From an optimization exercise on the open Yosys and OpenROAD flow, aimed at small area and a short achievable clock period; shortcuts taken in it are not production practice.
Function was checked by simulation only, so behaviour that the tests miss may differ from the original.
No activity file was given, so power comes from the tool's default toggle rates.

## cpu
module cpu (
    input clk,
    input reset,
    output reg [31:0] iaddr,
    input [31:0] idata,
    output reg [31:0] daddr,
    input [31:0] drdata,
    output reg [31:0] dwdata,
    output reg [3:0] dwe,
    output [32*32-1:0] registers
);
    genvar r, c;
    reg  [31:0] pc;
    wire [31:0] x [0:31];        
    generate
        for (r = 0; r < 32; r = r + 1) begin : g_out
            assign registers[32*r +: 32] = x[r];
        end
    endgenerate
    wire [4:0] op  = idata[6:2];
    wire [2:0] f3  = idata[14:12];
    wire       f7b = idata[30];
    wire [4:0] rd  = idata[11:7];
    wire [4:0] ra  = idata[19:15];
    wire [4:0] rb  = idata[24:20];
    wire is_load   = ~op[4] & ~op[3] & ~op[2];
    wire is_store  = ~op[4] &  op[3] & ~op[2];
    wire is_branch =  op[4] & ~op[0];
    wire is_jal    =  op[4] &  op[1];
    wire is_jalr   =  op[4] &  op[0] & ~op[1];
    wire is_alu    = ~op[4] &  op[2] & ~op[0];    
    wire is_op     = is_alu & op[3];
    wire is_lui    = ~op[4] &  op[3] & op[2] & op[0];
    wire is_auipc  = ~op[4] & ~op[3] & op[2] & op[0];
    wire writes_rd = ~(is_store | is_branch);
    wire [31:0] imm_i = {{20{idata[31]}}, idata[31:20]};
    wire [31:0] imm_s = {{20{idata[31]}}, idata[31:25], idata[11:7]};
    wire [31:0] imm_b = {{20{idata[31]}}, idata[7], idata[30:25], idata[11:8], 1'b0};
    wire [31:0] imm_u = {idata[31:12], 12'b0};
  ...
For scale: roughly 1,200 I/O pins, roughly 54,000 µm² of cells after synthesis.
==> flow/config.mk <==
export PLATFORM = sky130hd
export DESIGN_NAME = cpu
export DESIGN_NICKNAME = cpu
export VERILOG_FILES = /design/flow/design.v
export SDC_FILE = /design/flow/constraint.sdc
export NUM_CORES = 4
export LEC_CHECK = 0
export CAP_MARGIN = 40
export CORE_MARGIN = 2
export CORE_UTILIZATION = 30
export CTS_BUF_LIST = sky130_fd_sc_hd__clkbuf_8
export CTS_CLUSTER_DIAMETER = 50
export CTS_CLUSTER_SIZE = 16
export PLACE_DENSITY = 0.5
export SETUP_SLACK_MARGIN = 5
export SLEW_MARGIN = 20
export SYNTH_HIERARCHICAL = 1
export TNS_END_PERCENT = 25
==> flow/constraint.sdc <==
create_clock -name core_clock -period 12.0 [get_ports {clk}]
set_input_delay 2.4000 -clock core_clock [delete_from_list [all_inputs] [get_ports {clk}]]
set_output_delay 2.4000 -clock core_clock [all_outputs]
set_load 0.01 [all_outputs]
standard.sh (not shown) runs the stock make flow with config.mk's settings and CLKGATE_MAP_FILE= SYNTH_SCRIPT=/design/flow/synth_recipe.tcl, a recipe that flattens the netlist after the stock synthesis.
==> flow/flow/run.sh <==
#!/bin/bash
# Standard ORFS layout (the standard.sh) with four changes: the port
# buffers use the smallest buffer cell, global routing reserves more of
# met1/met2 (flow/fastroute.tcl) so that detailed routing converges sooner,
# clock tree synthesis adds no dummy loads, and timing repair may resize
# cells to other footprints at every stage (the platform allows that only
# after global routing).
set -euo pipefail
HERE=$(pwd)
bash standard.sh BUFFER_PORTS_ARGS="-buffer_cell sky130_fd_sc_hd__buf_1" \
    FASTROUTE_TCL="$HERE/flow/fastroute.tcl" \
    CTS_ARGS="-sink_clustering_enable -repair_clock_nets -dont_use_dummy_load -buf_list sky130_fd_sc_hd__clkbuf_8 -sink_clustering_size 16 -sink_clustering_max_diameter 50" \
    MATCH_CELL_FOOTPRINT=0 \
    finish > make_finish.log 2>&1
==> flow/flow/fastroute.tcl <==
# Global routing resources: leave more of met1 and met2 free than the
# platform default, so that more wiring goes to the upper layers.
set_global_routing_layer_adjustment met1 0.5
set_global_routing_layer_adjustment met2 0.3
set_global_routing_layer_adjustment met3-$::env(MAX_ROUTING_LAYER) 0.15

set_routing_layers -clock $::env(MIN_CLK_ROUTING_LAYER)-$::env(MAX_ROUTING_LAYER)
set_routing_layers -signal $::env(MIN_ROUTING_LAYER)-$::env(MAX_ROUTING_LAYER)
Edit:
Settings changed: SETUP_SLACK_MARGIN 5 to 4.5, TNS_END_PERCENT 25 to 10.
Effect:
- wire length decreases by a few percent
- combinational power decreases by roughly a tenth
- utilization falls by 4.1 points
- synthesized area is unchanged
- setup slack gets better by 0.069 ns
- first-iteration DRC count rose by a few percent
- via count came out lower by a few percent
Edit:
Settings changed: CAP_MARGIN 40 to 20.
Effect: Final area shrinks slightly; fmax is lower slightly; cell count goes down slightly.
Edit:
Settings changed: CAP_MARGIN 20 to 40, GPL_ROUTABILITY_DRIVEN set to 0, PLACE_DENSITY 0.5 to 0.55.
- clock-buffer cell count decreases by 17
- die area is unchanged
- worst setup slack loses 0.029 ns
- global-route usage shrinks by 2.4 points
- design area increases by 1.8%
- area after synthesis does not change
- wire length falls by 4.9%
Edit:
Settings changed: CORE_UTILIZATION 30 to 26, GPL_ROUTABILITY_DRIVEN 0 to unset, PLACE_DENSITY 0.55 to 0.5.
Final area came out higher by 1.1%.
Worst setup slack is worse by 0.098 ns.
Cell count came out higher by 3.9%.
Fmax came out lower by about 1.1%.
Register-to-register slack is worse by 0.30 ns.
Synthesized cell count does not change.
Synthesized area does not change.
Wire length came out higher by about 11%.
Global-route usage came out lower by 1.4 points.
Sequential share of layout area came out lower by 0.33 points.
Core utilization came out lower by 4.9 points.

-- re-timing with driven ports --
Ports are ideal in the flow. The routed layouts listed here were re-timed in OpenROAD.
Step 1, drivers: a clkbuf_16 drives clk and a buf_2 each remaining input, both assumed.
Step 2 moves the port delays by t, midway between the first and last clock arrival at a register: inputs arrive t later, outputs are due t later. That takes back most of the time a late clock gives input paths.
Three values: ideal ports, drivers, drivers and shift; two values: the first two.
run | shift t [ns] | slack for setup (ns) | clock arrival spread, ns | slew at the worst register clock pin (ns) | cell pins on the clock port's net
the first run | 1.029 | 3.645 / 3.587 / 3.587 | 0.122 / 0.122 | 0.10 / 0.10 | 1
the second run | 1.018 | 3.714 / 3.659 / 3.373 | 0.221 / 0.221 | 0.10 / 0.10 | 1
the third run | 1.022 | 3.587 / 3.521 / 3.287 | 0.171 / 0.171 | 0.11 / 0.11 | 1
the fourth run | 0.995 | 3.558 / 3.531 / 3.366 | 0.235 / 0.235 | 0.10 / 0.10 | 1
the fifth run | 1.054 | 3.461 / 3.390 / 3.241 | 0.178 / 0.179 | 0.10 / 0.10 | 1
After both steps setup and hold are still met in every run listed. For the second run, which loses most, drivers alone change the setup slack by -0.055 ns; drivers and shift together by -0.341 ns.
